Source: an optimization exercise on an open RTL-to-GDS flow (aim: small area and a short achievable clock period). Production flows keep margins and buffers that such runs may drop. In this exercise RTL edits were held to simulation tests only and were not proved equivalent to the original. Power is estimated from default activity; no workload was simulated.

## design/flow/flow/pre_resize.tcl

```tcl
# Sourced by ORFS before repair_design (placement resizing step): buffer
# high-fanout nets and keep transitions short, with ordinary buffers rather
# than delay cells.
set_dont_use [get_lib_cells {sky130_fd_sc_hd__clkdlybuf4s* sky130_fd_sc_hd__dlygate* sky130_fd_sc_hd__dlymetal* sky130_fd_sc_hd__buf_1 sky130_fd_sc_hd__clkbuf_1}]
set_max_fanout 10 [current_design]
set_max_transition 0.3 [current_design]
```

## design/flow/config.mk

```make
export PLATFORM = sky130hd
export DESIGN_NAME = FIRLPF
export DESIGN_NICKNAME = FIRLPF
export VERILOG_FILES = /design/flow/design.v
export SDC_FILE = /design/flow/constraint.sdc
export NUM_CORES = 4
export LEC_CHECK = 0
export CAP_MARGIN = 20
export CELL_PAD_IN_SITES_DETAIL_PLACEMENT = 1
export CORE_MARGIN = 2
export CORE_UTILIZATION = 30
export PLACE_DENSITY = 0.5
export SLEW_MARGIN = 20
export SYNTH_HIERARCHICAL = 1
export SYNTH_MINIMUM_KEEP_SIZE = 0
```

## design/flow/design.v

```verilog
module FIRLPF(
       input                     Clock,
       input                     Rst_n,
       input      signed  [31:0] InputData1,
       output     signed  [31:0] OutputData
);
reg [5:0] Count;
always @(posedge Clock or negedge Rst_n)
  if (!Rst_n)             Count <= 6'd0;
  else if (Count < 6'd39) Count <= Count + 6'd1;
  else                    Count <= 6'd0;
reg [21:0] rom;
always @* begin
  case (Count)
    6'd0: rom = 22'b0000100010000000000000;
    6'd1: rom = 22'b0000100010000000000000;
    6'd2: rom = 22'b0000100010000000000000;
    6'd3: rom = 22'b0001000000000000000000;
    6'd4: rom = 22'b0000000000100000000000;
    6'd5: rom = 22'b0000010100000000000000;
    6'd6: rom = 22'b0000100000000000000001;
    6'd7: rom = 22'b0000000010000000000001;
    6'd8: rom = 22'b0001001000000000000000;
    6'd9: rom = 22'b0000010010000100000000;
    6'd10: rom = 22'b0001000000000010100001;
    6'd11: rom = 22'b0000011000000100101000;
    6'd12: rom = 22'b0010100001010000000001;
    6'd13: rom = 22'b0100000010000010000000;
    6'd14: rom = 22'b0100000000100100101000;
    6'd15: rom = 22'b1000010000000000011000;
    6'd16: rom = 22'b1000100001000000100100;
    6'd17: rom = 22'b0010001000000101001000;
    6'd18: rom = 22'b0100010000001001000010;
    6'd19: rom = 22'b0100010000100101000001;
    6'd20: rom = 22'b0100010000100101000001;
    6'd21: rom = 22'b0100010000001001000010;
    6'd22: rom = 22'b0010001000000101001000;
    6'd23: rom = 22'b1000100001000000100100;
    6'd24: rom = 22'b1000010000000000011000;
    6'd25: rom = 22'b0100000000100100101000;
    6'd26: rom = 22'b0100000010000010000000;
    6'd27: rom = 22'b0010100001010000000001;
    6'd28: rom = 22'b0000011000000100101000;
    6'd29: rom = 22'b0001000000000010100001;
    6'd30: rom = 22'b0000010010000100000000;
    6'd31: rom = 22'b0001001000000000000000;
    6'd32: rom = 22'b0000000010000000000001;
    6'd33: rom = 22'b0000100000000000000001;
    6'd34: rom = 22'b0000010100000000000000;
    6'd35: rom = 22'b0000000000100000000000;
    6'd36: rom = 22'b0001000000000000000000;
    6'd37: rom = 22'b0000100010000000000000;
    6'd38: rom = 22'b0000100010000000000000;
    6'd39: rom = 22'b0000100010000000000000;
    default: rom = 22'b0;
  endcase
end
reg [31:0] xr;
reg [21:0] ctl;
always @(posedge Clock) begin
  xr  <= InputData1;
  ctl <= rom;
end
wire [31:0] xo = {~xr[31], xr[30:0]};
wire [3:0] sel0 = ctl[3:0];
wire [2:0] sel1 = ctl[6:4];
wire [3:0] sel2 = ctl[10:7];
wire [4:0] sel3 = ctl[15:11];
wire [2:0] sel4 = ctl[18:16];
wire [2:0] sel5 = ctl[21:19];
wire [31:0] n0_0 = ~xo;
wire [31:0] n0_2 = ~xo;
wire [39:0] row0 = ({40{sel0[0]}} & {4'd0, n0_0, 4'd0})
                   | ({40{sel0[1]}} & {4'd0, xo, 4'd0})
                   | ({40{sel0[2]}} & {3'd0, n0_2, 5'd0})
                   | ({40{sel0[3]}} & {3'd0, xo, 5'd0});
wire [31:0] n1_0 = ~xo;
wire [39:0] row1 = ({40{sel1[0]}} & {n1_0, 8'd0})
                   | ({40{sel1[1]}} & {xo, 8'd0})
                   | ({40{sel1[2]}} & {xo[28:0], 11'd0});
wire [31:0] n2_0 = ~xo;
wire [31:0] n2_2 = ~xo;
wire [39:0] row2 = ({40{sel2[0]}} & {2'd0, n2_0, 6'd0})
                   | ({40{sel2[1]}} & {2'd0, xo, 6'd0})
                   | ({40{sel2[2]}} & {1'd0, n2_2, 7'd0})
                   | ({40{sel2[3]}} & {1'd0, xo, 7'd0});
wire [31:0] n3_0 = ~xo;
wire [31:0] n3_1 = ~xo;
wire [31:0] n3_3 = ~xo;
wire [39:0] row3 = ({40{sel3[0]}} & {7'd0, n3_0, 1'd0})
                   | ({40{sel3[1]}} & {6'd0, n3_1, 2'd0})
                   | ({40{sel3[2]}} & {6'd0, xo, 2'd0})
                   | ({40{sel3[3]}} & {5'd0, n3_3, 3'd0})
                   | ({40{sel3[4]}} & {5'd0, xo, 3'd0});
wire [31:0] n4_0 = ~xo;
wire [39:0] row4 = ({40{sel4[0]}} & {8'd0, n4_0})
                   | ({40{sel4[1]}} & {8'd0, xo})
                   | ({40{sel4[2]}} & {7'd0, xo, 1'd0});
wire [39:0] row5 = ({40{sel5[0]}} & {xo[30:0], 9'd0})
                   | ({40{sel5[1]}} & {xo[29:0], 10'd0})
                   | ({40{sel5[2]}} & {xo[28:0], 11'd0});
reg restart, restart_n, restart_s;
always @(posedge Clock or negedge Rst_n)
  if (!Rst_n) restart <= 1'b0;
  else        restart <= (Count == 6'd0);
always @(posedge Clock)
  restart_n <= (Count == 6'd0);
always @(posedge Clock or negedge Rst_n)
  if (!Rst_n) restart_s <= 1'b1;
  else        restart_s <= (Count == 6'd0);
localparam [39:0] K = 40'he800000518;
reg [39:0] Ss, Sc;
wire [39:0] ss = restart_s ? K : Ss;
wire [39:0] sc = restart_n ? 40'd0 : Sc;
wire h0s, h0c;
FIRLPF_ha uh0 (.a(ss[8]), .b(sc[8]), .s(h0s), .co(h0c));
wire f1s, f1c;
FIRLPF_fa uf1 (.a(ss[9]), .b(sc[9]), .c(row0[9]), .s(f1s), .co(f1c));
wire h2s, h2c;
FIRLPF_ha uh2 (.a(row1[9]), .b(row2[9]), .s(h2s), .co(h2c));
wire f3s, f3c;
FIRLPF_fa uf3 (.a(ss[10]), .b(sc[10]), .c(row0[10]), .s(f3s), .co(f3c));
wire f4s, f4c;
FIRLPF_fa uf4 (.a(row1[10]), .b(row2[10]), .c(row3[10]), .s(f4s), .co(f4c));
wire f5s, f5c;
FIRLPF_fa uf5 (.a(ss[11]), .b(sc[11]), .c(row0[11]), .s(f5s), .co(f5c));
wire f6s, f6c;
FIRLPF_fa uf6 (.a(row1[11]), .b(row2[11]), .c(row3[11]), .s(f6s), .co(f6c));
wire f7s, f7c;
FIRLPF_fa uf7 (.a(ss[12]), .b(sc[12]), .c(row0[12]), .s(f7s), .co(f7c));
wire f8s, f8c;
FIRLPF_fa uf8 (.a(row1[12]), .b(row2[12]), .c(row3[12]), .s(f8s), .co(f8c));
wire f9s, f9c;
FIRLPF_fa uf9 (.a(ss[13]), .b(sc[13]), .c(row0[13]), .s(f9s), .co(f9c));
wire f10s, f10c;
FIRLPF_fa uf10 (.a(row1[13]), .b(row2[13]), .c(row3[13]), .s(f10s), .co(f10c));
wire f11s, f11c;
FIRLPF_fa uf11 (.a(ss[14]), .b(sc[14]), .c(row0[14]), .s(f11s), .co(f11c));
wire f12s, f12c;
FIRLPF_fa uf12 (.a(row1[14]), .b(row2[14]), .c(row3[14]), .s(f12s), .co(f12c));
wire f13s, f13c;
FIRLPF_fa uf13 (.a(ss[15]), .b(sc[15]), .c(row0[15]), .s(f13s), .co(f13c));
wire f14s, f14c;
FIRLPF_fa uf14 (.a(row1[15]), .b(row2[15]), .c(row3[15]), .s(f14s), .co(f14c));
wire f15s, f15c;
FIRLPF_fa uf15 (.a(ss[16]), .b(sc[16]), .c(row0[16]), .s(f15s), .co(f15c));
wire f16s, f16c;
FIRLPF_fa uf16 (.a(row1[16]), .b(row2[16]), .c(row3[16]), .s(f16s), .co(f16c));
wire f17s, f17c;
FIRLPF_fa uf17 (.a(ss[17]), .b(sc[17]), .c(row0[17]), .s(f17s), .co(f17c));
wire f18s, f18c;
FIRLPF_fa uf18 (.a(row1[17]), .b(row2[17]), .c(row3[17]), .s(f18s), .co(f18c));
wire f19s, f19c;
FIRLPF_fa uf19 (.a(ss[18]), .b(sc[18]), .c(row0[18]), .s(f19s), .co(f19c));
wire f20s, f20c;
FIRLPF_fa uf20 (.a(row1[18]), .b(row2[18]), .c(row3[18]), .s(f20s), .co(f20c));
wire f21s, f21c;
FIRLPF_fa uf21 (.a(ss[19]), .b(sc[19]), .c(row0[19]), .s(f21s), .co(f21c));
wire f22s, f22c;
FIRLPF_fa uf22 (.a(row1[19]), .b(row2[19]), .c(row3[19]), .s(f22s), .co(f22c));
wire f23s, f23c;
FIRLPF_fa uf23 (.a(ss[20]), .b(sc[20]), .c(row0[20]), .s(f23s), .co(f23c));
wire f24s, f24c;
FIRLPF_fa uf24 (.a(row1[20]), .b(row2[20]), .c(row3[20]), .s(f24s), .co(f24c));
wire f25s, f25c;
FIRLPF_fa uf25 (.a(ss[21]), .b(sc[21]), .c(row0[21]), .s(f25s), .co(f25c));
wire f26s, f26c;
FIRLPF_fa uf26 (.a(row1[21]), .b(row2[21]), .c(row3[21]), .s(f26s), .co(f26c));
wire f27s, f27c;
FIRLPF_fa uf27 (.a(ss[22]), .b(sc[22]), .c(row0[22]), .s(f27s), .co(f27c));
wire f28s, f28c;
FIRLPF_fa uf28 (.a(row1[22]), .b(row2[22]), .c(row3[22]), .s(f28s), .co(f28c));
wire f29s, f29c;
FIRLPF_fa uf29 (.a(ss[23]), .b(sc[23]), .c(row0[23]), .s(f29s), .co(f29c));
wire f30s, f30c;
FIRLPF_fa uf30 (.a(row1[23]), .b(row2[23]), .c(row3[23]), .s(f30s), .co(f30c));
wire f31s, f31c;
FIRLPF_fa uf31 (.a(ss[24]), .b(sc[24]), .c(row0[24]), .s(f31s), .co(f31c));
wire f32s, f32c;
FIRLPF_fa uf32 (.a(row1[24]), .b(row2[24]), .c(row3[24]), .s(f32s), .co(f32c));
wire f33s, f33c;
FIRLPF_fa uf33 (.a(ss[25]), .b(sc[25]), .c(row0[25]), .s(f33s), .co(f33c));
wire f34s, f34c;
FIRLPF_fa uf34 (.a(row1[25]), .b(row2[25]), .c(row3[25]), .s(f34s), .co(f34c));
wire f35s, f35c;
FIRLPF_fa uf35 (.a(ss[26]), .b(sc[26]), .c(row0[26]), .s(f35s), .co(f35c));
wire f36s, f36c;
FIRLPF_fa uf36 (.a(row1[26]), .b(row2[26]), .c(row3[26]), .s(f36s), .co(f36c));
wire f37s, f37c;
FIRLPF_fa uf37 (.a(ss[27]), .b(sc[27]), .c(row0[27]), .s(f37s), .co(f37c));
wire f38s, f38c;
FIRLPF_fa uf38 (.a(row1[27]), .b(row2[27]), .c(row3[27]), .s(f38s), .co(f38c));
wire f39s, f39c;
FIRLPF_fa uf39 (.a(ss[28]), .b(sc[28]), .c(row0[28]), .s(f39s), .co(f39c));
wire f40s, f40c;
FIRLPF_fa uf40 (.a(row1[28]), .b(row2[28]), .c(row3[28]), .s(f40s), .co(f40c));
wire f41s, f41c;
FIRLPF_fa uf41 (.a(ss[29]), .b(sc[29]), .c(row0[29]), .s(f41s), .co(f41c));
wire f42s, f42c;
FIRLPF_fa uf42 (.a(row1[29]), .b(row2[29]), .c(row3[29]), .s(f42s), .co(f42c));
wire f43s, f43c;
FIRLPF_fa uf43 (.a(ss[30]), .b(sc[30]), .c(row0[30]), .s(f43s), .co(f43c));
wire f44s, f44c;
FIRLPF_fa uf44 (.a(row1[30]), .b(row2[30]), .c(row3[30]), .s(f44s), .co(f44c));
wire f45s, f45c;
FIRLPF_fa uf45 (.a(ss[31]), .b(sc[31]), .c(row0[31]), .s(f45s), .co(f45c));
wire f46s, f46c;
FIRLPF_fa uf46 (.a(row1[31]), .b(row2[31]), .c(row3[31]), .s(f46s), .co(f46c));
wire f47s, f47c;
FIRLPF_fa uf47 (.a(ss[32]), .b(sc[32]), .c(row0[32]), .s(f47s), .co(f47c));
wire f48s, f48c;
FIRLPF_fa uf48 (.a(row1[32]), .b(row2[32]), .c(row3[32]), .s(f48s), .co(f48c));
wire f49s, f49c;
FIRLPF_fa uf49 (.a(ss[33]), .b(sc[33]), .c(row0[33]), .s(f49s), .co(f49c));
wire h50s, h50c;
FIRLPF_ha uh50 (.a(row1[33]), .b(row2[33]), .s(h50s), .co(h50c));
wire f51s, f51c;
FIRLPF_fa uf51 (.a(ss[34]), .b(sc[34]), .c(row0[34]), .s(f51s), .co(f51c));
wire h52s, h52c;
FIRLPF_ha uh52 (.a(row1[34]), .b(row2[34]), .s(h52s), .co(h52c));
wire f53s, f53c;
FIRLPF_fa uf53 (.a(ss[35]), .b(sc[35]), .c(row0[35]), .s(f53s), .co(f53c));
wire h54s, h54c;
FIRLPF_ha uh54 (.a(ss[36]), .b(sc[36]), .s(h54s), .co(h54c));
wire h55s, h55c;
FIRLPF_ha uh55 (.a(ss[4]), .b(sc[4]), .s(h55s), .co(h55c));
wire f56s, f56c;
FIRLPF_fa uf56 (.a(ss[5]), .b(sc[5]), .c(row0[5]), .s(f56s), .co(f56c));
wire f57s, f57c;
FIRLPF_fa uf57 (.a(ss[6]), .b(sc[6]), .c(row0[6]), .s(f57s), .co(f57c));
wire h58s, h58c;
FIRLPF_ha uh58 (.a(row2[6]), .b(row3[6]), .s(h58s), .co(h58c));
wire f59s, f59c;
FIRLPF_fa uf59 (.a(ss[7]), .b(sc[7]), .c(row0[7]), .s(f59s), .co(f59c));
wire f60s, f60c;
FIRLPF_fa uf60 (.a(row2[7]), .b(row3[7]), .c(row4[7]), .s(f60s), .co(f60c));
wire f61s, f61c;
FIRLPF_fa uf61 (.a(h0s), .b(row0[8]), .c(row1[8]), .s(f61s), .co(f61c));
wire f62s, f62c;
FIRLPF_fa uf62 (.a(row2[8]), .b(row3[8]), .c(row4[8]), .s(f62s), .co(f62c));
wire f63s, f63c;
FIRLPF_fa uf63 (.a(h0c), .b(row3[9]), .c(row4[9]), .s(f63s), .co(f63c));
wire f64s, f64c;
FIRLPF_fa uf64 (.a(row5[9]), .b(h2s), .c(f1s), .s(f64s), .co(f64c));
wire f65s, f65c;
FIRLPF_fa uf65 (.a(row4[10]), .b(row5[10]), .c(h2c), .s(f65s), .co(f65c));
wire f66s, f66c;
FIRLPF_fa uf66 (.a(f1c), .b(f3s), .c(f4s), .s(f66s), .co(f66c));
wire f67s, f67c;
FIRLPF_fa uf67 (.a(row4[11]), .b(row5[11]), .c(f3c), .s(f67s), .co(f67c));
wire f68s, f68c;
FIRLPF_fa uf68 (.a(f4c), .b(f5s), .c(f6s), .s(f68s), .co(f68c));
wire f69s, f69c;
FIRLPF_fa uf69 (.a(row4[12]), .b(row5[12]), .c(f5c), .s(f69s), .co(f69c));
wire f70s, f70c;
FIRLPF_fa uf70 (.a(f6c), .b(f7s), .c(f8s), .s(f70s), .co(f70c));
wire f71s, f71c;
FIRLPF_fa uf71 (.a(row4[13]), .b(row5[13]), .c(f7c), .s(f71s), .co(f71c));
wire f72s, f72c;
FIRLPF_fa uf72 (.a(f8c), .b(f9s), .c(f10s), .s(f72s), .co(f72c));
wire f73s, f73c;
FIRLPF_fa uf73 (.a(row4[14]), .b(row5[14]), .c(f9c), .s(f73s), .co(f73c));
wire f74s, f74c;
FIRLPF_fa uf74 (.a(f10c), .b(f11s), .c(f12s), .s(f74s), .co(f74c));
wire f75s, f75c;
FIRLPF_fa uf75 (.a(row4[15]), .b(row5[15]), .c(f11c), .s(f75s), .co(f75c));
wire f76s, f76c;
FIRLPF_fa uf76 (.a(f12c), .b(f13s), .c(f14s), .s(f76s), .co(f76c));
wire f77s, f77c;
FIRLPF_fa uf77 (.a(row4[16]), .b(row5[16]), .c(f13c), .s(f77s), .co(f77c));
wire f78s, f78c;
FIRLPF_fa uf78 (.a(f14c), .b(f15s), .c(f16s), .s(f78s), .co(f78c));
wire f79s, f79c;
FIRLPF_fa uf79 (.a(row4[17]), .b(row5[17]), .c(f15c), .s(f79s), .co(f79c));
wire f80s, f80c;
FIRLPF_fa uf80 (.a(f16c), .b(f17s), .c(f18s), .s(f80s), .co(f80c));
wire f81s, f81c;
FIRLPF_fa uf81 (.a(row4[18]), .b(row5[18]), .c(f17c), .s(f81s), .co(f81c));
wire f82s, f82c;
FIRLPF_fa uf82 (.a(f18c), .b(f19s), .c(f20s), .s(f82s), .co(f82c));
wire f83s, f83c;
FIRLPF_fa uf83 (.a(row4[19]), .b(row5[19]), .c(f19c), .s(f83s), .co(f83c));
wire f84s, f84c;
FIRLPF_fa uf84 (.a(f20c), .b(f21s), .c(f22s), .s(f84s), .co(f84c));
wire f85s, f85c;
FIRLPF_fa uf85 (.a(row4[20]), .b(row5[20]), .c(f21c), .s(f85s), .co(f85c));
wire f86s, f86c;
FIRLPF_fa uf86 (.a(f22c), .b(f23s), .c(f24s), .s(f86s), .co(f86c));
wire f87s, f87c;
FIRLPF_fa uf87 (.a(row4[21]), .b(row5[21]), .c(f23c), .s(f87s), .co(f87c));
wire f88s, f88c;
FIRLPF_fa uf88 (.a(f24c), .b(f25s), .c(f26s), .s(f88s), .co(f88c));
wire f89s, f89c;
FIRLPF_fa uf89 (.a(row4[22]), .b(row5[22]), .c(f25c), .s(f89s), .co(f89c));
wire f90s, f90c;
FIRLPF_fa uf90 (.a(f26c), .b(f27s), .c(f28s), .s(f90s), .co(f90c));
wire f91s, f91c;
FIRLPF_fa uf91 (.a(row4[23]), .b(row5[23]), .c(f27c), .s(f91s), .co(f91c));
wire f92s, f92c;
FIRLPF_fa uf92 (.a(f28c), .b(f29s), .c(f30s), .s(f92s), .co(f92c));
wire f93s, f93c;
FIRLPF_fa uf93 (.a(row4[24]), .b(row5[24]), .c(f29c), .s(f93s), .co(f93c));
wire f94s, f94c;
FIRLPF_fa uf94 (.a(f30c), .b(f31s), .c(f32s), .s(f94s), .co(f94c));
wire f95s, f95c;
FIRLPF_fa uf95 (.a(row4[25]), .b(row5[25]), .c(f31c), .s(f95s), .co(f95c));
wire f96s, f96c;
FIRLPF_fa uf96 (.a(f32c), .b(f33s), .c(f34s), .s(f96s), .co(f96c));
wire f97s, f97c;
FIRLPF_fa uf97 (.a(row4[26]), .b(row5[26]), .c(f33c), .s(f97s), .co(f97c));
wire f98s, f98c;
FIRLPF_fa uf98 (.a(f34c), .b(f35s), .c(f36s), .s(f98s), .co(f98c));
wire f99s, f99c;
FIRLPF_fa uf99 (.a(row4[27]), .b(row5[27]), .c(f35c), .s(f99s), .co(f99c));
wire f100s, f100c;
FIRLPF_fa uf100 (.a(f36c), .b(f37s), .c(f38s), .s(f100s), .co(f100c));
wire f101s, f101c;
FIRLPF_fa uf101 (.a(row4[28]), .b(row5[28]), .c(f37c), .s(f101s), .co(f101c));
wire f102s, f102c;
FIRLPF_fa uf102 (.a(f38c), .b(f39s), .c(f40s), .s(f102s), .co(f102c));
wire f103s, f103c;
FIRLPF_fa uf103 (.a(row4[29]), .b(row5[29]), .c(f39c), .s(f103s), .co(f103c));
wire f104s, f104c;
FIRLPF_fa uf104 (.a(f40c), .b(f41s), .c(f42s), .s(f104s), .co(f104c));
wire f105s, f105c;
FIRLPF_fa uf105 (.a(row4[30]), .b(row5[30]), .c(f41c), .s(f105s), .co(f105c));
wire f106s, f106c;
FIRLPF_fa uf106 (.a(f42c), .b(f43s), .c(f44s), .s(f106s), .co(f106c));
wire f107s, f107c;
FIRLPF_fa uf107 (.a(row4[31]), .b(row5[31]), .c(f43c), .s(f107s), .co(f107c));
wire f108s, f108c;
FIRLPF_fa uf108 (.a(f44c), .b(f45s), .c(f46s), .s(f108s), .co(f108c));
wire f109s, f109c;
FIRLPF_fa uf109 (.a(row4[32]), .b(row5[32]), .c(f45c), .s(f109s), .co(f109c));
wire f110s, f110c;
FIRLPF_fa uf110 (.a(f46c), .b(f47s), .c(f48s), .s(f110s), .co(f110c));
wire f111s, f111c;
FIRLPF_fa uf111 (.a(row3[33]), .b(row5[33]), .c(h50s), .s(f111s), .co(f111c));
wire f112s, f112c;
FIRLPF_fa uf112 (.a(f47c), .b(f48c), .c(f49s), .s(f112s), .co(f112c));
wire f113s, f113c;
FIRLPF_fa uf113 (.a(row3[34]), .b(row5[34]), .c(h50c), .s(f113s), .co(f113c));
wire f114s, f114c;
FIRLPF_fa uf114 (.a(h52s), .b(f49c), .c(f51s), .s(f114s), .co(f114c));
wire f115s, f115c;
FIRLPF_fa uf115 (.a(row1[35]), .b(row2[35]), .c(row5[35]), .s(f115s), .co(f115c));
wire f116s, f116c;
FIRLPF_fa uf116 (.a(h52c), .b(f51c), .c(f53s), .s(f116s), .co(f116c));
wire f117s, f117c;
FIRLPF_fa uf117 (.a(h54s), .b(row0[36]), .c(row1[36]), .s(f117s), .co(f117c));
wire f118s, f118c;
FIRLPF_fa uf118 (.a(row2[36]), .b(row5[36]), .c(f53c), .s(f118s), .co(f118c));
wire f119s, f119c;
FIRLPF_fa uf119 (.a(ss[37]), .b(sc[37]), .c(h54c), .s(f119s), .co(f119c));
wire f120s, f120c;
FIRLPF_fa uf120 (.a(row1[37]), .b(row2[37]), .c(row5[37]), .s(f120s), .co(f120c));
wire f121s, f121c;
FIRLPF_fa uf121 (.a(ss[38]), .b(sc[38]), .c(row1[38]), .s(f121s), .co(f121c));
wire h122s, h122c;
FIRLPF_ha uh122 (.a(row2[38]), .b(row5[38]), .s(h122s), .co(h122c));
wire f123s, f123c;
FIRLPF_fa uf123 (.a(ss[39]), .b(sc[39]), .c(row1[39]), .s(f123s), .co(f123c));
wire h124s, h124c;
FIRLPF_ha uh124 (.a(ss[1]), .b(sc[1]), .s(h124s), .co(h124c));
wire f125s, f125c;
FIRLPF_fa uf125 (.a(ss[2]), .b(sc[2]), .c(row3[2]), .s(f125s), .co(f125c));
wire f126s, f126c;
FIRLPF_fa uf126 (.a(ss[3]), .b(sc[3]), .c(row3[3]), .s(f126s), .co(f126c));
wire f127s, f127c;
FIRLPF_fa uf127 (.a(h55s), .b(row0[4]), .c(row3[4]), .s(f127s), .co(f127c));
wire f128s, f128c;
FIRLPF_fa uf128 (.a(h55c), .b(row3[5]), .c(row4[5]), .s(f128s), .co(f128c));
wire f129s, f129c;
FIRLPF_fa uf129 (.a(row4[6]), .b(h58s), .c(f56c), .s(f129s), .co(f129c));
wire f130s, f130c;
FIRLPF_fa uf130 (.a(h58c), .b(f57c), .c(f59s), .s(f130s), .co(f130c));
wire f131s, f131c;
FIRLPF_fa uf131 (.a(f59c), .b(f60c), .c(f61s), .s(f131s), .co(f131c));
wire f132s, f132c;
FIRLPF_fa uf132 (.a(f61c), .b(f62c), .c(f63s), .s(f132s), .co(f132c));
wire f133s, f133c;
FIRLPF_fa uf133 (.a(f63c), .b(f65s), .c(f64c), .s(f133s), .co(f133c));
wire f134s, f134c;
FIRLPF_fa uf134 (.a(f65c), .b(f66c), .c(f67s), .s(f134s), .co(f134c));
wire f135s, f135c;
FIRLPF_fa uf135 (.a(f67c), .b(f68c), .c(f69s), .s(f135s), .co(f135c));
wire f136s, f136c;
FIRLPF_fa uf136 (.a(f69c), .b(f70c), .c(f71s), .s(f136s), .co(f136c));
wire f137s, f137c;
FIRLPF_fa uf137 (.a(f71c), .b(f72c), .c(f73s), .s(f137s), .co(f137c));
wire f138s, f138c;
FIRLPF_fa uf138 (.a(f73c), .b(f74c), .c(f75s), .s(f138s), .co(f138c));
wire f139s, f139c;
FIRLPF_fa uf139 (.a(f75c), .b(f76c), .c(f77s), .s(f139s), .co(f139c));
wire f140s, f140c;
FIRLPF_fa uf140 (.a(f77c), .b(f78c), .c(f79s), .s(f140s), .co(f140c));
wire f141s, f141c;
FIRLPF_fa uf141 (.a(f79c), .b(f80c), .c(f81s), .s(f141s), .co(f141c));
wire f142s, f142c;
FIRLPF_fa uf142 (.a(f81c), .b(f82c), .c(f83s), .s(f142s), .co(f142c));
wire f143s, f143c;
FIRLPF_fa uf143 (.a(f83c), .b(f84c), .c(f85s), .s(f143s), .co(f143c));
wire f144s, f144c;
FIRLPF_fa uf144 (.a(f85c), .b(f86c), .c(f87s), .s(f144s), .co(f144c));
wire f145s, f145c;
FIRLPF_fa uf145 (.a(f87c), .b(f88c), .c(f89s), .s(f145s), .co(f145c));
wire f146s, f146c;
FIRLPF_fa uf146 (.a(f89c), .b(f90c), .c(f91s), .s(f146s), .co(f146c));
wire f147s, f147c;
FIRLPF_fa uf147 (.a(f91c), .b(f92c), .c(f93s), .s(f147s), .co(f147c));
wire f148s, f148c;
FIRLPF_fa uf148 (.a(f93c), .b(f94c), .c(f95s), .s(f148s), .co(f148c));
wire f149s, f149c;
FIRLPF_fa uf149 (.a(f95c), .b(f96c), .c(f97s), .s(f149s), .co(f149c));
wire f150s, f150c;
FIRLPF_fa uf150 (.a(f97c), .b(f98c), .c(f99s), .s(f150s), .co(f150c));
wire f151s, f151c;
FIRLPF_fa uf151 (.a(f99c), .b(f100c), .c(f101s), .s(f151s), .co(f151c));
wire f152s, f152c;
FIRLPF_fa uf152 (.a(f101c), .b(f102c), .c(f103s), .s(f152s), .co(f152c));
wire f153s, f153c;
FIRLPF_fa uf153 (.a(f103c), .b(f104c), .c(f105s), .s(f153s), .co(f153c));
wire f154s, f154c;
FIRLPF_fa uf154 (.a(f105c), .b(f106c), .c(f107s), .s(f154s), .co(f154c));
wire f155s, f155c;
FIRLPF_fa uf155 (.a(f107c), .b(f108c), .c(f109s), .s(f155s), .co(f155c));
wire f156s, f156c;
FIRLPF_fa uf156 (.a(f111s), .b(f109c), .c(f110c), .s(f156s), .co(f156c));
wire f157s, f157c;
FIRLPF_fa uf157 (.a(f113s), .b(f111c), .c(f112c), .s(f157s), .co(f157c));
wire f158s, f158c;
FIRLPF_fa uf158 (.a(f115s), .b(f113c), .c(f114c), .s(f158s), .co(f158c));
wire f159s, f159c;
FIRLPF_fa uf159 (.a(f115c), .b(f117s), .c(f116c), .s(f159s), .co(f159c));
wire f160s, f160c;
FIRLPF_fa uf160 (.a(f119s), .b(f117c), .c(f120s), .s(f160s), .co(f160c));
wire f161s, f161c;
FIRLPF_fa uf161 (.a(f119c), .b(h122s), .c(f120c), .s(f161s), .co(f161c));
wire f162s, f162c;
FIRLPF_fa uf162 (.a(row5[39]), .b(h122c), .c(f121c), .s(f162s), .co(f162c));
wire h163s, h163c;
FIRLPF_ha uh163 (.a(ss[0]), .b(sc[0]), .s(h163s), .co(h163c));
wire f164s, f164c;
FIRLPF_fa uf164 (.a(h124s), .b(row3[1]), .c(row4[1]), .s(f164s), .co(f164c));
wire f165s, f165c;
FIRLPF_fa uf165 (.a(h124c), .b(row4[2]), .c(f125s), .s(f165s), .co(f165c));
wire f166s, f166c;
FIRLPF_fa uf166 (.a(row4[3]), .b(f125c), .c(f126s), .s(f166s), .co(f166c));
wire f167s, f167c;
FIRLPF_fa uf167 (.a(row4[4]), .b(f126c), .c(f127s), .s(f167s), .co(f167c));
wire f168s, f168c;
FIRLPF_fa uf168 (.a(f127c), .b(f56s), .c(f128s), .s(f168s), .co(f168c));
wire f169s, f169c;
FIRLPF_fa uf169 (.a(f128c), .b(f57s), .c(f129s), .s(f169s), .co(f169c));
wire f170s, f170c;
FIRLPF_fa uf170 (.a(f60s), .b(f129c), .c(f130s), .s(f170s), .co(f170c));
wire f171s, f171c;
FIRLPF_fa uf171 (.a(f62s), .b(f130c), .c(f131s), .s(f171s), .co(f171c));
wire f172s, f172c;
FIRLPF_fa uf172 (.a(f131c), .b(f64s), .c(f132s), .s(f172s), .co(f172c));
wire f173s, f173c;
FIRLPF_fa uf173 (.a(f132c), .b(f66s), .c(f133s), .s(f173s), .co(f173c));
wire f174s, f174c;
FIRLPF_fa uf174 (.a(f68s), .b(f133c), .c(f134s), .s(f174s), .co(f174c));
wire f175s, f175c;
FIRLPF_fa uf175 (.a(f70s), .b(f134c), .c(f135s), .s(f175s), .co(f175c));
wire f176s, f176c;
FIRLPF_fa uf176 (.a(f72s), .b(f135c), .c(f136s), .s(f176s), .co(f176c));
wire f177s, f177c;
FIRLPF_fa uf177 (.a(f74s), .b(f136c), .c(f137s), .s(f177s), .co(f177c));
wire f178s, f178c;
FIRLPF_fa uf178 (.a(f76s), .b(f137c), .c(f138s), .s(f178s), .co(f178c));
wire f179s, f179c;
FIRLPF_fa uf179 (.a(f78s), .b(f138c), .c(f139s), .s(f179s), .co(f179c));
wire f180s, f180c;
FIRLPF_fa uf180 (.a(f80s), .b(f139c), .c(f140s), .s(f180s), .co(f180c));
wire f181s, f181c;
FIRLPF_fa uf181 (.a(f82s), .b(f140c), .c(f141s), .s(f181s), .co(f181c));
wire f182s, f182c;
FIRLPF_fa uf182 (.a(f84s), .b(f141c), .c(f142s), .s(f182s), .co(f182c));
wire f183s, f183c;
FIRLPF_fa uf183 (.a(f86s), .b(f142c), .c(f143s), .s(f183s), .co(f183c));
wire f184s, f184c;
FIRLPF_fa uf184 (.a(f88s), .b(f143c), .c(f144s), .s(f184s), .co(f184c));
wire f185s, f185c;
FIRLPF_fa uf185 (.a(f90s), .b(f144c), .c(f145s), .s(f185s), .co(f185c));
wire f186s, f186c;
FIRLPF_fa uf186 (.a(f92s), .b(f145c), .c(f146s), .s(f186s), .co(f186c));
wire f187s, f187c;
FIRLPF_fa uf187 (.a(f94s), .b(f146c), .c(f147s), .s(f187s), .co(f187c));
wire f188s, f188c;
FIRLPF_fa uf188 (.a(f96s), .b(f147c), .c(f148s), .s(f188s), .co(f188c));
wire f189s, f189c;
FIRLPF_fa uf189 (.a(f98s), .b(f148c), .c(f149s), .s(f189s), .co(f189c));
wire f190s, f190c;
FIRLPF_fa uf190 (.a(f100s), .b(f149c), .c(f150s), .s(f190s), .co(f190c));
wire f191s, f191c;
FIRLPF_fa uf191 (.a(f102s), .b(f150c), .c(f151s), .s(f191s), .co(f191c));
wire f192s, f192c;
FIRLPF_fa uf192 (.a(f104s), .b(f151c), .c(f152s), .s(f192s), .co(f192c));
wire f193s, f193c;
FIRLPF_fa uf193 (.a(f106s), .b(f152c), .c(f153s), .s(f193s), .co(f193c));
wire f194s, f194c;
FIRLPF_fa uf194 (.a(f108s), .b(f153c), .c(f154s), .s(f194s), .co(f194c));
wire f195s, f195c;
FIRLPF_fa uf195 (.a(f110s), .b(f154c), .c(f155s), .s(f195s), .co(f195c));
wire f196s, f196c;
FIRLPF_fa uf196 (.a(f112s), .b(f155c), .c(f156s), .s(f196s), .co(f196c));
wire f197s, f197c;
FIRLPF_fa uf197 (.a(f114s), .b(f156c), .c(f157s), .s(f197s), .co(f197c));
wire f198s, f198c;
FIRLPF_fa uf198 (.a(f116s), .b(f157c), .c(f158s), .s(f198s), .co(f198c));
wire f199s, f199c;
FIRLPF_fa uf199 (.a(f118s), .b(f158c), .c(f159s), .s(f199s), .co(f199c));
wire f200s, f200c;
FIRLPF_fa uf200 (.a(f118c), .b(f160s), .c(f159c), .s(f200s), .co(f200c));
wire f201s, f201c;
FIRLPF_fa uf201 (.a(f121s), .b(f160c), .c(f161s), .s(f201s), .co(f201c));
wire f202s, f202c;
FIRLPF_fa uf202 (.a(f123s), .b(f161c), .c(f162s), .s(f202s), .co(f202c));
always @(posedge Clock) begin
  Ss <= {f201c, f200c, f199c, f198c, f197c, f196c, f195c, f194c, f193c, f192c, f191c, f190c, f189c, f188c, f187c, f186c, f185c, f184c, f183c, f182c, f181c, f180c, f179c, f178c, f177c, f176c, f175c, f174c, f173c, f172c, f171c, f170c, f169c, f168c, f167c, f166c, f165c, f164c, h163c, row4[0]};
  Sc <= {f202s, f201s, f200s, f199s, f198s, f197s, f196s, f195s, f194s, f193s, f192s, f191s, f190s, f189s, f188s, f187s, f186s, f185s, f184s, f183s, f182s, f181s, f180s, f179s, f178s, f177s, f176s, f175s, f174s, f173s, f172s, f171s, f170s, f169s, f168s, f167s, f166s, f165s, f164s, h163s};
end
wire [39:0] Ssum = Ss + Sc;
wire [24:0] Sfin = Ssum[39:15];
reg [1:0] nins;
always @(posedge Clock or negedge Rst_n)
  if (!Rst_n)                       nins <= 2'd0;
  else if (restart && nins != 2'd2) nins <= nins + 2'd1;
reg [24:0] R0, R1, R2, R3, R4, R5, R6, R7, R8;
always @(posedge Clock) begin
  R0 <= restart ? (nins == 2'd0 ? 25'd0 : Sfin) : (nins == 2'd2 ? R8 : 25'd0);
  R1 <= R0; R2 <= R1; R3 <= R2; R4 <= R3;
  R5 <= R4; R6 <= R5; R7 <= R6; R8 <= R7;
end
reg upd;
always @(posedge Clock or negedge Rst_n)
  if (!Rst_n) upd <= 1'b0;
  else        upd <= (Count == 6'd39);
reg  [27:0] U;
always @(posedge Clock or negedge Rst_n)
  if (!Rst_n)   U <= 28'd0;
  else if (upd) U <= U + {{3{R2[24]}}, R2} - {{3{R7[24]}}, R7};
assign OutputData = {{7{U[27]}}, U[27:3]};
endmodule
module FIRLPF_fa(input a, input b, input c, output s, output co);
assign s  = a ^ b ^ c;
assign co = (a & b) | (a & c) | (b & c);
endmodule
module FIRLPF_ha(input a, input b, output s, output co);
assign s  = a ^ b;
assign co = a & b;
endmodule
```

## design/flow/constraint.sdc

```tcl
create_clock -name core_clock -period 11.0 [get_ports {Clock}]
set_input_delay 2.2000 -clock core_clock [delete_from_list [all_inputs] [get_ports {Clock}]]
set_output_delay 2.2000 -clock core_clock [all_outputs]
set_load 0.01 [all_outputs]
```

## design/flow/flow/run.sh

```bash
#!/bin/bash
# The standard layout (standard.sh), with two changes to how it is made:
# - the port buffers that global placement inserts use buf_2 instead of the
#   flow's default pick, a slow delay buffer;
# - repair_design also keeps each net's fanout at most 16, with real buffers rather than delay cells (pre_resize.tcl), so
#   high-fanout nets are buffered.
# Everything else, including synthesis, is the standard flow's. Each tool's
# full output goes to standard.log in the work folder (and the ORFS logs).
set -euo pipefail
here=$(cd "$(dirname "$0")" && pwd)
export BUFFER_PORTS_ARGS="-buffer_cell sky130_fd_sc_hd__buf_2"
export PRE_RESIZE_TCL="$here/pre_resize.tcl"
bash standard.sh > standard.log 2>&1
```

## design/flow/standard.sh

```bash
#!/bin/bash
# synth_recipe.tcl (not shown) runs the flow's synth.tcl, then flattens the netlist and writes it again
# the make line also repeats each setting of config.mk as NAME=value (left out here)
make -C /OpenROAD-flow-scripts/flow DESIGN_CONFIG=/design/flow/config.mk WORK_HOME=/design/flow/orfs CLKGATE_MAP_FILE= SYNTH_SCRIPT=/design/flow/synth_recipe.tcl "${@:-finish}"
```

==> report_table.html, run 1 <==
<table>
<tr><th>Metric</th><th>Value</th></tr>
<tr><th colspan="2">Status</th></tr>
<tr><td>Status</td><td>timing/DRC/antenna clean</td></tr>
<tr><th colspan="2">Finish</th></tr>
<tr><td>Number of nets in the final layout</td><td>2,846</td></tr>
<tr><td>Area occupied by registers</td><td>8182 um2</td></tr>
<tr><td>Fillcell total</td><td>8,059</td></tr>
<tr><td>Area Overhead vs Synth</td><td>28.19%</td></tr>
<tr><td>Multi-input combinational cell area</td><td>13,100 um2</td></tr>
<tr><td>Layout cells sized above 1</td><td>31.47%</td></tr>
<tr><td>Final Instance Area</td><td>28,560 um2</td></tr>
<tr><td>Number of diodes added for antenna fixing</td><td>0</td></tr>
<tr><th colspan="2">Setup path</th></tr>
<tr><td>Critical path fanouts, max</td><td>3</td></tr>
<tr><td>Data required time at the worst endpoint</td><td>11,480 ps</td></tr>
<tr><td>Arrival @ worst endpoint</td><td>4460 ps</td></tr>
<tr><td>Kind of critical path</td><td>reg -&gt; reg</td></tr>
<tr><td>Crit path launch type</td><td>flip-flop</td></tr>
<tr><td>Endpoint type of the worst setup path</td><td>flip-flop</td></tr>
<tr><th colspan="2">Global route</th></tr>
<tr><td>Number of antenna violations at the first check in global routing</td><td>5</td></tr>
<tr><td>Global-route congestion overflow total</td><td>0</td></tr>
<tr><td>Met2 global-route usage</td><td>31.42%</td></tr>
<tr><td>Via count of the first global-routing pass</td><td>19,220</td></tr>
<tr><td>Layer with the highest usage after global routing</td><td>met2</td></tr>
<tr><td>Pin count of the biggest net entering global routing</td><td>15</td></tr>
<tr><td>Met3 Resource Use GR</td><td>3.312%</td></tr>
<tr><td>Global-route met1 utilization</td><td>23.90%</td></tr>
<tr><td>Wire length of the first global-routing pass</td><td>112,800 um</td></tr>
<tr><td>Global router's overall resource usage</td><td>18.72%</td></tr>
<tr><th colspan="2">Placement</th></tr>
<tr><td>Detailed-placement wirelength estimate</td><td>57,810 um</td></tr>
<tr><td>Buffers on Ports</td><td>65</td></tr>
<tr><td>RePlAce Congestion</td><td>0.8086</td></tr>
<tr><td>Area after detailed placement</td><td>26,880 um2</td></tr>
<tr><th colspan="2">Die</th></tr>
<tr><td>Overall die height</td><td>276.5 um</td></tr>
<tr><td>Initial Utilization</td><td>30.43%</td></tr>
<tr><td>Floorplan die area</td><td>76,460 um2</td></tr>
<tr><td>Top Ports</td><td>66</td></tr>
<tr><td>Floorplan Core Area</td><td>73,210 um2</td></tr>
<tr><td>Count of standard-cell rows</td><td>99</td></tr>
<tr><td>Chip width</td><td>276.5 um</td></tr>
<tr><th colspan="2">Clock tree</th></tr>
<tr><td>Clock-pin slew reported for the worst setup and hold paths after clock tree synthesis</td><td>60 ps</td></tr>
<tr><td>PostCTS Resize Cnt</td><td>0</td></tr>
<tr><td>Library cell used as clock root buffer</td><td>clkbuf_16</td></tr>
<tr><td>Num CTS Buffers</td><td>47</td></tr>
<tr><td>Hold-fix buffers, CTS</td><td>0</td></tr>
<tr><td>Clock tree from TritonCTS</td><td>done</td></tr>
<tr><td>Clock sink count</td><td>398</td></tr>
<tr><td>Clock latency at the later pin of the worst-skew pair</td><td>620 ps</td></tr>
<tr><td>H-tree lvl count</td><td>2</td></tr>
<tr><td>Post-CTS Setup Inserts</td><td>0</td></tr>
<tr><td>Deepest clock path buffer count</td><td>3</td></tr>
<tr><th colspan="2">Routing</th></tr>
<tr><td>Via count normalized by instance count</td><td>4.964</td></tr>
<tr><td>Remaining number of nets flagged by the antenna check after routing</td><td>0</td></tr>
<tr><td>DRC</td><td>0</td></tr>
<tr><td>DR WL/cell</td><td>20.41 um</td></tr>
<tr><td>Routed wire length</td><td>71,460 um</td></tr>
<tr><td>Iteration-0 DRC Markers</td><td>1,032</td></tr>
<tr><td>Via count of the routed design</td><td>17,380</td></tr>
<tr><td>First-pass iteration count of the detailed router</td><td>9</td></tr>
<tr><th colspan="2">STA</th></tr>
<tr><td>Relative max-transition margin</td><td>76.61%</td></tr>
<tr><td>Hold slack final</td><td>318.8 ps</td></tr>
<tr><td>Slew at the pin closest to its max-slew limit</td><td>350.8 ps</td></tr>
<tr><td>Endpoints failing setup</td><td>0</td></tr>
<tr><td>Upper clock frequency limit</td><td>0.2515 GHz</td></tr>
<tr><td>Final max-slew violation count</td><td>0</td></tr>
<tr><td>Ratio of final minimum period to clock period</td><td>36.14%</td></tr>
<tr><td>Final Hold Viols</td><td>0</td></tr>
<tr><td>Summed negative setup slack over all endpoints</td><td>0 ps</td></tr>
<tr><td>Post-layout minimum cycle time</td><td>3976 ps</td></tr>
<tr><td>Final Skew</td><td>43.05 ps</td></tr>
<tr><td>RSZ-0062 raised after global routing</td><td>false</td></tr>
<tr><th colspan="2">Synth</th></tr>
<tr><td>Sequential share of the synthesized area</td><td>36.65%</td></tr>
<tr><td>Post-Syn Instances</td><td>2,057</td></tr>
<tr><td>Post-synth design cell area</td><td>22,280 um2</td></tr>
<tr><td>Ys Warns</td><td>7</td></tr>
<tr><td>Number of enable-type register cells in the synthesized netlist</td><td>0</td></tr>
<tr><td>Synthesized netlist net count</td><td>2,400</td></tr>
<tr><td>Post-synth ARST share</td><td>9.799%</td></tr>
<tr><td>Distinct cells, synth</td><td>77</td></tr>
<tr><td>Flip-flop cell with the highest count after synthesis</td><td>dfxtp_1</td></tr>
<tr><td>Syn_area_per_cell</td><td>10.83 um2</td></tr>
<tr><td>Flip-flop and latch count after synthesis</td><td>398</td></tr>
<tr><th colspan="2">Pwr</th></tr>
<tr><td>Static leakage power</td><td>13.80 nW</td></tr>
<tr><td>Power per cell area</td><td>207.2 nW/um2</td></tr>
<tr><td>Worst supply voltage drop on vdd</td><td>0.1247 mV</td></tr>
<tr><th colspan="2">Worst hold path</th></tr>
<tr><td>Hold crit path type</td><td>reg -&gt; reg</td></tr>
<tr><th colspan="2">Flow run</th></tr>
<tr><td>Max-capacitance violation count</td><td>0</td></tr>
</table>
==> layout by cell type, fill, tap and decap left out, types with 11 or more instances in the layout <==
cell | netlist | layout
a22o_1 | 25 | 25
buf_4 | 32 | 149
nor2b_1 | 84 | 80
buf_8 | 0 | 18
buf_2 | 0 | 385
o21ai_0 | 110 | 50
xor2_1 | 23 | 19
o211ai_1 | 34 | 34
dfxtp_1 | 359 | 349
nand3_1 | 11 | 11
a21oi_1 | 61 | 53
buf_6 | 0 | 41
nor2_1 | 35 | 34
inv_1 | 160 | 159
fa_1 | 220 | 220
xnor2_1 | 33 | 28
a222oi_1 | 29 | 29
a22oi_1 | 59 | 59
nand2_1 | 122 | 121
mux2i_1 | 197 | 197
clkbuf_16 | 0 | 48
dfrtp_1 | 38 | 36
o21ai_1 | 0 | 50
ha_1 | 89 | 78
a21o_1 | 26 | 26
ha_2 | 0 | 11
==> where the power goes <==
group	total, mW	internal (mW)	switching [mW]	leakage [nW]
Combinational	2.45	1.12	1.33	9.51
Clock	1.66	0.995	0.663	0.806
Sequential	1.81	1.67	0.136	3.48
==> state kept, by name, summed over array words and instances (netlist names), 28 cells and up <==
signal	cells
Sc	40
Ss	40
U	28
xr	32
==> modules after synthesis, one instance, submodules excluded <==
module,times used,flops+latches,cell area [um2]
FIRLPF,1,398,18290
FIRLPF_ha,10,0,12.51
FIRLPF_fa,193,0,20.02
==> cells in the mapped netlist (32+ instances only) <==
library cell | n | area share [%]
a21oi_1 | 61 | 1.4
a22oi_1 | 59 | 2.0
buf_4 | 32 | 1.1
clkbuf_1 | 140 | 2.4
dfrtp_1 | 38 | 4.3
dfxtp_1 | 359 | 32
fa_1 | 220 | 20
ha_1 | 89 | 5.0
inv_1 | 160 | 2.7
mux2i_1 | 197 | 8.9
nand2_1 | 122 | 2.1
nor2_1 | 35 | 0.59
nor2b_1 | 84 | 2.4
o211ai_1 | 34 | 1.1
o21ai_0 | 110 | 2.5
xnor2_1 | 33 | 1.3
==> cell type report <==
| type | instances | area share, % |
|---|---|---|
| repair buffers | 594 | 13.30 |
| well taps | 959 | 4.202 |
| clock buffers | 62 | 4.600 |
| multi-input cells | 1301 | 45.86 |
| inverters | 161 | 2.120 |
| flip-flops and latches | 398 | 28.65 |
| clock inverters | 26 | 1.271 |
==> critical path: stages, from the launching register on <==
cell       delay (ps)
dfxtp_1           340
ha_1              370
a2111oi_4         360
o21a_1            210
o32ai_4            90
buf_2             140
buf_2             130
a21boi_4          240
o21ai_4            70
buf_4             160
buf_2             150
a22oi_2           160
buf_2             150
buf_2             130
o311ai_4           90
buf_2             140
buf_2             120
buf_2             130
o31ai_4           220
xnor2_2           100
buf_2             150
a22o_1            190
==> routing by layer <==
metal  routed length, um  vias to the layer above
met3                4295                      173
li1                    -                     7859
met1               30380                     8769
met2               34030                      578
met4                2755                        0
met5                   0                        -
==> metrics by stage <==
| step | power (mW) | util [%] | setup WS, ps | instances |
|---|---|---|---|---|
| floorplan | 3.381 | - | 7721 | 2057 |
| global placement | 3.863 | 31.57 | 7343 | 2905 |
| detailed placement | 4.299 | 36.72 | 7045 | 3413 |
| CTS | 6.003 | 39.01 | 6975 | 3501 |
| global route | 6.367 | 39.01 | 6869 | 3501 |
| finish | 5.916 | 39.01 | 7024 | 3501 |
==> path summary, 6_finish.rpt <==
kind,endpoint,start,cells after the start,slack [ps]
worst max-delay path,R0[24],Ss[7],21,7020
worst min register to register,R4[11],R3[11],0,320
max in group asynchronous,U[18],Rst_n,7,8710
min in group asynchronous,Count[2],Rst_n,4,1680
worst min-delay path,R4[11],R3[11],0,320
worst max register to register,R0[24],Ss[7],21,7020
==> cells by family after synthesis <==
logic type / after synthesis / synth area share (%)
compound gates: 423 / 13.59
buf+inv: 358 / 6.571
mux: 207 / 9.374
fa+ha+maj: 309 / 24.77
xor+xnor: 56 / 2.202
simple gates: 306 / 6.852
flops: 398 / 36.65
==> run 2: changes to the inputs <==
==> design/flow/flow/pre_resize.tcl (replaced) <==
# Sourced by ORFS before repair_design (placement resizing step): buffer
# high-fanout nets and keep transitions short, with ordinary buffers rather
# than delay cells.
set_dont_use [get_lib_cells {sky130_fd_sc_hd__clkdlybuf4s* sky130_fd_sc_hd__dlygate* sky130_fd_sc_hd__dlymetal* sky130_fd_sc_hd__buf_1 sky130_fd_sc_hd__clkbuf_1}]
set_max_fanout 16 [current_design]
set_max_transition 0.2 [current_design]
==> report_table.html, run 2 <==
<table>
<tr><th>Metric</th><th>Value</th></tr>
<tr><th colspan="2">Finish</th></tr>
<tr><td>Number of cells in the finished layout apart from fillers</td><td>3,508 (+0.20%)</td></tr>
<tr><td>Biggest registers after layout</td><td>Sc (40), Ss (40), xr (32)</td></tr>
<tr><td>Most used cells in the layout excluding fill and tap cells</td><td>buf_2, dfxtp_1, fa_1</td></tr>
<tr><td>Layout cells sized above 1</td><td>44.06% (+13 points)</td></tr>
<tr><td>Area Overhead vs Synth</td><td>42.51%</td></tr>
<tr><td>Most common cell after layout, fill and taps aside</td><td>buf_2</td></tr>
<tr><td>Number of diodes added for antenna fixing</td><td>0 (unchanged)</td></tr>
<tr><td>Number of nets in the final layout</td><td>2,855 (+0.32%)</td></tr>
<tr><th colspan="2">STA</th></tr>
<tr><td>Endpoints failing setup</td><td>0 (unchanged)</td></tr>
<tr><td>RSZ-0062 raised after global routing</td><td>false</td></tr>
<tr><td>Final Skew</td><td>32.00 ps (-11.05 ps)</td></tr>
<tr><td>Summed negative setup slack over all endpoints</td><td>0 ps (unchanged)</td></tr>
<tr><td>Ratio of final minimum period to clock period</td><td>47.81% (+12 points)</td></tr>
<tr><td>Final Hold Viols</td><td>0 (unchanged)</td></tr>
<tr><td>Upper clock frequency limit</td><td>0.1902 GHz (-24%)</td></tr>
<tr><td>Relative max-transition margin</td><td>60.86% (-16 points)</td></tr>
<tr><td>Hold slack final</td><td>314.2 ps (-4.563 ps)</td></tr>
<tr><td>Final max-slew violation count</td><td>0 (unchanged)</td></tr>
<tr><td>Post-layout minimum cycle time</td><td>5259 ps (+1283 ps)</td></tr>
<tr><td>Slew at the pin closest to its max-slew limit</td><td>582.3 ps (+231.5 ps)</td></tr>
<tr><th colspan="2">Routing</th></tr>
<tr><td>Via count of the routed design</td><td>17,210 (-1.0%)</td></tr>
<tr><td>DRC</td><td>0 (unchanged)</td></tr>
<tr><td>Via count normalized by instance count</td><td>4.905 (-1.2%)</td></tr>
<tr><td>First-pass iteration count of the detailed router</td><td>6 (-3)</td></tr>
<tr><td>Routed wire length</td><td>70,890 um (-0.80%)</td></tr>
<tr><td>Remaining number of nets flagged by the antenna check after routing</td><td>0 (unchanged)</td></tr>
<tr><td>Iteration-0 DRC Markers</td><td>911 (-12%)</td></tr>
<tr><td>DR WL/cell</td><td>20.21 um (-1.0%)</td></tr>
<tr><th colspan="2">Placement</th></tr>
<tr><td>RePlAce Congestion</td><td>0.8086 (unchanged)</td></tr>
<tr><td>Buffers on Ports</td><td>65 (unchanged)</td></tr>
<tr><td>Total instance count after detailed placement</td><td>3,424 (+0.32%)</td></tr>
<tr><td>Detailed-placement wirelength estimate</td><td>57,150 um (-1.1%)</td></tr>
<tr><th colspan="2">Synth</th></tr>
<tr><td>Proportion of netlist area held by the largest area contributor</td><td>32.26% (unchanged)</td></tr>
<tr><td>Flip-flop and latch count after synthesis</td><td>398 (unchanged)</td></tr>
<tr><td>Cell type with the highest aggregate area in the netlist</td><td>dfxtp_1</td></tr>
<tr><td>Flip-flop cell with the highest count after synthesis</td><td>dfxtp_1</td></tr>
<tr><td>Post-synth ARST share</td><td>9.799% (unchanged)</td></tr>
<tr><td>Post-Syn Instances</td><td>2,057 (unchanged)</td></tr>
<tr><td>Post-synth design cell area</td><td>22,280 um2 (unchanged)</td></tr>
<tr><td>Commonest cells in the synthesized netlist</td><td>dfxtp_1, fa_1, mux2i_1</td></tr>
<tr><td>Synthesized netlist net count</td><td>2,400 (unchanged)</td></tr>
<tr><td>Most common cell in the synthesized netlist</td><td>dfxtp_1</td></tr>
<tr><td>Leading cell types by total area after synthesis</td><td>dfxtp_1, fa_1, mux2i_1</td></tr>
<tr><td>Syn_area_per_cell</td><td>10.83 um2 (unchanged)</td></tr>
<tr><td>Ys Warns</td><td>7 (unchanged)</td></tr>
<tr><td>Distinct cells, synth</td><td>77 (unchanged)</td></tr>
<tr><td>Sequential share of the synthesized area</td><td>36.65% (unchanged)</td></tr>
<tr><td>Number of enable-type register cells in the synthesized netlist</td><td>0 (unchanged)</td></tr>
<tr><th colspan="2">Die</th></tr>
<tr><td>Floorplan Core Area</td><td>73,210 um2 (unchanged)</td></tr>
<tr><td>Chip width</td><td>276.5 um (unchanged)</td></tr>
<tr><td>Count of standard-cell rows</td><td>99 (unchanged)</td></tr>
<tr><td>Floorplan die area</td><td>76,460 um2 (unchanged)</td></tr>
<tr><td>Overall die height</td><td>276.5 um (unchanged)</td></tr>
<tr><td>Initial Utilization</td><td>30.43% (unchanged)</td></tr>
<tr><td>Top Ports</td><td>66 (unchanged)</td></tr>
<tr><th colspan="2">Global route</th></tr>
<tr><td>Via count of the first global-routing pass</td><td>19,870 (+3.4%)</td></tr>
<tr><td>Global router's overall resource usage</td><td>18.81% (+0.086 points)</td></tr>
<tr><td>Wire length of the first global-routing pass</td><td>114,600 um (+1.6%)</td></tr>
<tr><td>Global-route congestion overflow total</td><td>0 (unchanged)</td></tr>
<tr><td>Pin count of the biggest net entering global routing</td><td>17 (+2)</td></tr>
<tr><td>Number of antenna violations at the first check in global routing</td><td>4 (-1)</td></tr>
<tr><th colspan="2">Status</th></tr>
<tr><td>Status</td><td>timing/DRC/antenna clean</td></tr>
<tr><th colspan="2">Clock tree</th></tr>
<tr><td>Hold-fix buffers, CTS</td><td>0 (unchanged)</td></tr>
<tr><td>Deepest clock path buffer count</td><td>3 (unchanged)</td></tr>
<tr><td>PostCTS Resize Cnt</td><td>0 (unchanged)</td></tr>
<tr><td>Clock latency at the later pin of the worst-skew pair</td><td>620 ps (about the same)</td></tr>
<tr><td>Clock sink count</td><td>398 (unchanged)</td></tr>
<tr><td>H-tree lvl count</td><td>2 (unchanged)</td></tr>
<tr><td>Num CTS Buffers</td><td>45 (-4.3%)</td></tr>
<tr><td>Clock tree from TritonCTS</td><td>done</td></tr>
<tr><td>Post-CTS Setup Inserts</td><td>0 (unchanged)</td></tr>
<tr><td>Clock-pin slew reported for the worst setup and hold paths after clock tree synthesis</td><td>60 ps (about the same)</td></tr>
<tr><td>Library cell used as clock root buffer</td><td>clkbuf_16</td></tr>
<tr><th colspan="2">Pwr</th></tr>
<tr><td>Worst supply voltage drop on vdd</td><td>0.09765 mV (-22%)</td></tr>
<tr><td>Fraction of power consumed by the clock network</td><td>25.3% (-2.7 points)</td></tr>
<tr><td>Power per cell area</td><td>203.3 nW/um2 (-1.9%)</td></tr>
<tr><td>Power share of the sequential group</td><td>28.3% (-2.2 points)</td></tr>
<tr><td>Part of the power in combinational logic</td><td>46.4% (+5.0 points)</td></tr>
<tr><td>Switching Power</td><td>2.352 mW (+10%)</td></tr>
<tr><td>Static leakage power</td><td>14.58 nW (+5.7%)</td></tr>
<tr><td>Overall power</td><td>6.453 mW (+9.1%)</td></tr>
<tr><td>Switching Share</td><td>36.44% (+0.39 points)</td></tr>
<tr><td>Total internal power</td><td>4.102 mW (+8.4%)</td></tr>
<tr><th colspan="2">Worst hold path</th></tr>
<tr><td>Min-Delay Startpoint</td><td>R1[8]</td></tr>
<tr><td>Cells on Worst Hold Path</td><td>0 (unchanged)</td></tr>
<tr><td>Hold crit path type</td><td>reg -&gt; reg</td></tr>
<tr><td>Worst min-delay path endpoint</td><td>R2[8]</td></tr>
<tr><th colspan="2">Setup path</th></tr>
<tr><td>Register-to-Register Path Depth</td><td>32 (+52%)</td></tr>
<tr><td>Kind of critical path</td><td>reg -&gt; reg</td></tr>
<tr><td>Capture instance of the worst register-to-register path</td><td>U[26]</td></tr>
<tr><td>Crit path launch type</td><td>flip-flop</td></tr>
<tr><td>Data required time at the worst endpoint</td><td>11,480 ps (about the same)</td></tr>
<tr><td>Launch instance of the worst register-to-register path</td><td>U[4]</td></tr>
<tr><td>Cell with the largest stage delay on the worst path</td><td>fa_1</td></tr>
<tr><td>Cell type with the highest occurrence count on the critical path</td><td>buf_2</td></tr>
<tr><td>Critical path fanouts, max</td><td>3 (unchanged)</td></tr>
<tr><td>Largest stage delay on the critical path</td><td>540 ps (+170 ps)</td></tr>
<tr><td>Register-to-Register Setup Slack</td><td>5740 ps (-1280 ps)</td></tr>
<tr><td>Arrival @ worst endpoint</td><td>5740 ps (+1280 ps)</td></tr>
<tr><td>Endpoint type of the worst setup path</td><td>flip-flop</td></tr>
<tr><th colspan="2">Flow run</th></tr>
<tr><td>Max-capacitance violation count</td><td>0 (unchanged)</td></tr>
</table>
run 2: cell counts after synthesis:
Identical to the previous run, type by type.
run 2: how the worst max path moves through the flow:
stage	start	endpoint	slack (ps)	cells past startpoint
2_1_floorplan	U[1]	U[26]	7720	14
3_3_place_gp	U[1]	U[26]	7340	14
3_5_place_dp	U[4]	U[26]	5710	32
4_1_cts	U[4]	U[26]	5710	32
5_1_grt	U[4]	U[26]	5480	32
6_report	U[4]	U[26]	5740	32
run 2: cell families (layout without fill, tap and decap cells):
kind of cell             Yosys count  after routing  share of synthesized area, %
buffers and inverters            358            850                         6.571
multiplexers                     207            207                         9.374
flip-flops                       398            398                         36.65
AO/OA/AOI/OAI                    423            423                         13.59
XOR/XNOR                          56             56                         2.202
adder cells (fa/ha/maj)          309            309                         24.77
AND/OR/NAND/NOR                  306            306                         6.852
run 2: metal layers:
metal | track usage, % | vias up | wire, um
li1 | - | 7872 | -
met1 | 23.38 | 8794 | 30280
met2 | 33.25 | 417 | 35520
met3 | 2.586 | 123 | 2837
met4 | 6.613 | 0 | 2253
met5 | 0 | - | 0
run 2: modules after synthesis (local to each module, per instance):
module	cell area, um2	cells inside	flops+latches	times used
FIRLPF	18290	1854	398	1
FIRLPF_fa	20.02	1	0	193
FIRLPF_ha	12.51	1	0	10
run 2: metrics by stage:
step | setup slack, ps | area [um2] | utilization (%)
floorplan | 7721 | 22280 | -
global placement | 7343 | 23110 | 31.57
detailed placement | 5707 | 30120 | 41.14
CTS | 5713 | 31750 | 43.37
global route | 5478 | 31750 | 43.37
finish | 5741 | 31750 | 43.37
run 2: power groups by stage:
stage          logic (mW)  clock network [mW]  registers, mW
2_1_floorplan        1.61                   0           1.77
3_3_place_gp         2.00                   0           1.86
3_5_place_dp         3.01                   0           1.86
4_1_cts              3.04                1.68           1.83
5_1_grt              3.35                1.74           1.85
6_report             2.99                1.63           1.83
run 2: cell type report:
type	instances	area [um2]
Inverter	161	611.8
Clock buffer	63	1326
Fill cell	7756	41460
Tap cell	959	1200
Multi-Input combinational cell	1301	14730
Timing Repair Buffer	605	5261
Clock inverter	21	306.5
Sequential cell	398	8314
run 2: critical path: cells and delay by family (launching register included):
| family | cells | cell delay, ps |
|---|---|---|
| DFF | 1 | 350 |
| adders and majority gates | 2 | 830 |
| AOI/OAI and AO/OA | 7 | 1010 |
| and+or+nand+nor | 3 | 610 |
| buffers and inverters | 20 | 2330 |
==> run 3: changes to the inputs <==
--- a/design/flow/flow/run.sh
+++ b/design/flow/flow/run.sh
@@ -2,7 +2,7 @@
 # The standard layout (standard.sh), with two changes to how it is made:
 # - the port buffers that global placement inserts use buf_2 instead of the
 #   flow's default pick, a slow delay buffer;
-# - repair_design also keeps each net's fanout at most 16, with real buffers rather than delay cells (pre_resize.tcl), so
+# - repair_design also keeps each net's fanout at most 6, with real buffers rather than delay cells (pre_resize.tcl), so
 #   high-fanout nets are buffered.
 # Everything else, including synthesis, is the standard flow's. Each tool's
 # full output goes to standard.log in the work folder (and the ORFS logs).
==> design/flow/flow/pre_resize.tcl (replaced) <==
# Sourced by ORFS before repair_design (placement resizing step): buffer
# high-fanout nets, and do it with ordinary buffers, not delay cells.
set_dont_use [get_lib_cells {sky130_fd_sc_hd__clkdlybuf4s* sky130_fd_sc_hd__dlygate* sky130_fd_sc_hd__dlymetal* sky130_fd_sc_hd__buf_1 sky130_fd_sc_hd__clkbuf_1}]
set_max_fanout 6 [current_design]
--- a/design/flow/config.mk
+++ b/design/flow/config.mk
@@ -9,6 +9,8 @@
 export CELL_PAD_IN_SITES_DETAIL_PLACEMENT = 1
 export CORE_MARGIN = 2
 export CORE_UTILIZATION = 30
+export CTS_CLUSTER_DIAMETER = 60
+export CTS_CLUSTER_SIZE = 30
 export PLACE_DENSITY = 0.5
 export SLEW_MARGIN = 20
 export SYNTH_HIERARCHICAL = 1
==> report_table.html, run 3 <==
<table>
<tr><th>Metric</th><th>Value</th></tr>
<tr><th colspan="2">STA</th></tr>
<tr><td>RSZ-0062 raised after global routing</td><td>false</td></tr>
<tr><td>Slew at the pin closest to its max-slew limit</td><td>1140 ps (+558.2 ps)</td></tr>
<tr><th colspan="2">Routing</th></tr>
<tr><td>Via count normalized by instance count</td><td>5.007 (+2.1%)</td></tr>
<tr><td>Via count of the routed design</td><td>16,730 (-2.8%)</td></tr>
<tr><td>DRC</td><td>0 (unchanged)</td></tr>
<tr><th colspan="2">Clock tree</th></tr>
<tr><td>Hold-fix buffers, CTS</td><td>0 (unchanged)</td></tr>
<tr><td>Clock-pin slew reported for the worst setup and hold paths after clock tree synthesis</td><td>100 ps (+40 ps)</td></tr>
<tr><td>Clock sink count</td><td>398 (unchanged)</td></tr>
<tr><td>Clock latency at the later pin of the worst-skew pair</td><td>590 ps (-30 ps)</td></tr>
<tr><td>Deepest clock path buffer count</td><td>3 (unchanged)</td></tr>
<tr><th colspan="2">Global route</th></tr>
<tr><td>Via count of the first global-routing pass</td><td>18,710 (-5.8%)</td></tr>
<tr><td>Pin count of the biggest net entering global routing</td><td>31 (+14)</td></tr>
<tr><td>Number of antenna violations at the first check in global routing</td><td>3 (-1)</td></tr>
<tr><th colspan="2">Setup path</th></tr>
<tr><td>Endpoint type of the worst setup path</td><td>flip-flop</td></tr>
<tr><td>Arrival @ worst endpoint</td><td>4160 ps (-1580 ps)</td></tr>
<tr><td>Crit path launch type</td><td>flip-flop</td></tr>
<tr><td>Kind of critical path</td><td>reg -&gt; reg</td></tr>
<tr><th colspan="2">Finish</th></tr>
<tr><td>Most common cell after layout, fill and taps aside</td><td>buf_2</td></tr>
<tr><td>Layout cells sized above 1</td><td>24.27% (-20 points)</td></tr>
<tr><td>Area Overhead vs Synth</td><td>17.86%</td></tr>
<tr><th colspan="2">Pwr</th></tr>
<tr><td>Overall power</td><td>5.343 mW (-17%)</td></tr>
<tr><td>Static leakage power</td><td>13.01 nW (-11%)</td></tr>
<tr><td>Worst supply voltage drop on vdd</td><td>0.1028 mV (+5.3%)</td></tr>
<tr><th colspan="2">Placement</th></tr>
<tr><td>Buffers on Ports</td><td>65 (unchanged)</td></tr>
<tr><th colspan="2">Synth</th></tr>
<tr><td>Flip-flop and latch count after synthesis</td><td>398 (unchanged)</td></tr>
<tr><td>Commonest cells in the synthesized netlist</td><td>dfxtp_1, fa_1, mux2i_1</td></tr>
<tr><td>Proportion of netlist area held by the largest area contributor</td><td>32.26% (unchanged)</td></tr>
<tr><td>Syn_area_per_cell</td><td>10.83 um2 (unchanged)</td></tr>
<tr><td>Post-Syn Instances</td><td>2,057 (unchanged)</td></tr>
<tr><th colspan="2">Status</th></tr>
<tr><td>Status</td><td>timing/DRC/antenna clean</td></tr>
<tr><th colspan="2">Die</th></tr>
<tr><td>Chip width</td><td>276.5 um (unchanged)</td></tr>
<tr><td>Floorplan die area</td><td>76,460 um2 (unchanged)</td></tr>
<tr><td>Top Ports</td><td>66 (unchanged)</td></tr>
<tr><th colspan="2">Flow run</th></tr>
<tr><td>Max-capacitance violation count</td><td>0 (unchanged)</td></tr>
</table>
## run 3: cell counts after synthesis
No cell type changed its count.
## run 3: stage by stage
stage / worst slack [ps] / area (um2) / std cells / utilization, % / hold WS, ps
after floorplan: 7721 / 22280 / 2057 / - / 309.6
after global placement: 7343 / 23110 / 2905 / 31.57 / 309.7
after detailed placement: 7334 / 24970 / 3277 / 34.11 / 313.2
after CTS: 7292 / 26250 / 3341 / 35.86 / 328.8
after global routing: 7044 / 26250 / 3341 / 35.86 / 333.3
final: 7304 / 26260 / 3342 / 35.87 / 328.8
## run 3: kinds of logic (layout without fill, tap and decap cells)
family                     count (synthesis)  after routing  synth area share, %
muxes                                    207            207                9.374
xor gates and xnor gates                  56             56                2.202
other                                      0              1                    0
AOI/OAI and AO/OA                        423            423                13.59
buffers and inverters                    358            683                6.571
adders and majority gates                309            309                24.77
and+or+nand+nor                          306            306                6.852
DFF                                      398            398                36.65
## run 3: where the power goes
part           internal, mW  total, mW  switching, mW
clock network         0.681       1.35          0.672
logic                 0.966       2.19           1.22
registers              1.67       1.80          0.132
## run 3: per-layer routing
metal	track usage, %	up-vias	wire [um]
li1	-	7556	-
met5	0	-	0
met1	23.39	8387	29760
met2	30.14	592	32380
met4	8.813	0	3449
met3	3.549	197	4447
## run 3: area by class of cell
type | instances | area [um2]
fillers | 8222 | 46950
inverters | 161 | 604.3
flip-flops and latches | 398 | 8170
clock inverters | 28 | 379.1
multi-input cells | 1301 | 12650
repair buffers | 458 | 2345
well taps | 959 | 1200
clock buffers | 36 | 900.9
diodes | 1 | 2.502
## run 3: path summary, 6_finish.rpt
| path | slack (ps) | endpoint | start |
|---|---|---|---|
| max in group asynchronous | 8190 | U[17] | Rst_n |
| worst max-delay path | 7300 | U[26] | U[1] |
| worst max register to register | 7300 | U[26] | U[1] |
| worst min-delay path | 330 | R1[2] | R0[2] |
| worst min register to register | 330 | R1[2] | R0[2] |
| min in group asynchronous | 2020 | restart_s | Rst_n |
## run 3: modules after synthesis, one instance, submodules excluded
module,flops+latches,cells inside
FIRLPF,398,1854
FIRLPF_fa,0,1
FIRLPF_ha,0,1
## run 3: worst max-delay path, cell delays in order, from the launching register on
cell and delay (ps):
dfrtp_1 340, inv_1 60, fa_1 540, inv_1 70, fa_1 410, a21oi_1 200
o31ai_1 90, a21oi_1 310, nand2b_1 200, o21ai_2 120, o41ai_4 310, o22ai_2 200
a221oi_2 300, nor4bb_1 90, or3_1 360

Re-timed with assumed drivers on the ports (clkbuf_16 on the clock, buf_2 on other inputs), run 3 has 7.304 ns of setup slack against 7.304 ns with ideal ports, and 7.304 ns once port delays also move by the mid clock arrival of 0.625 ns.
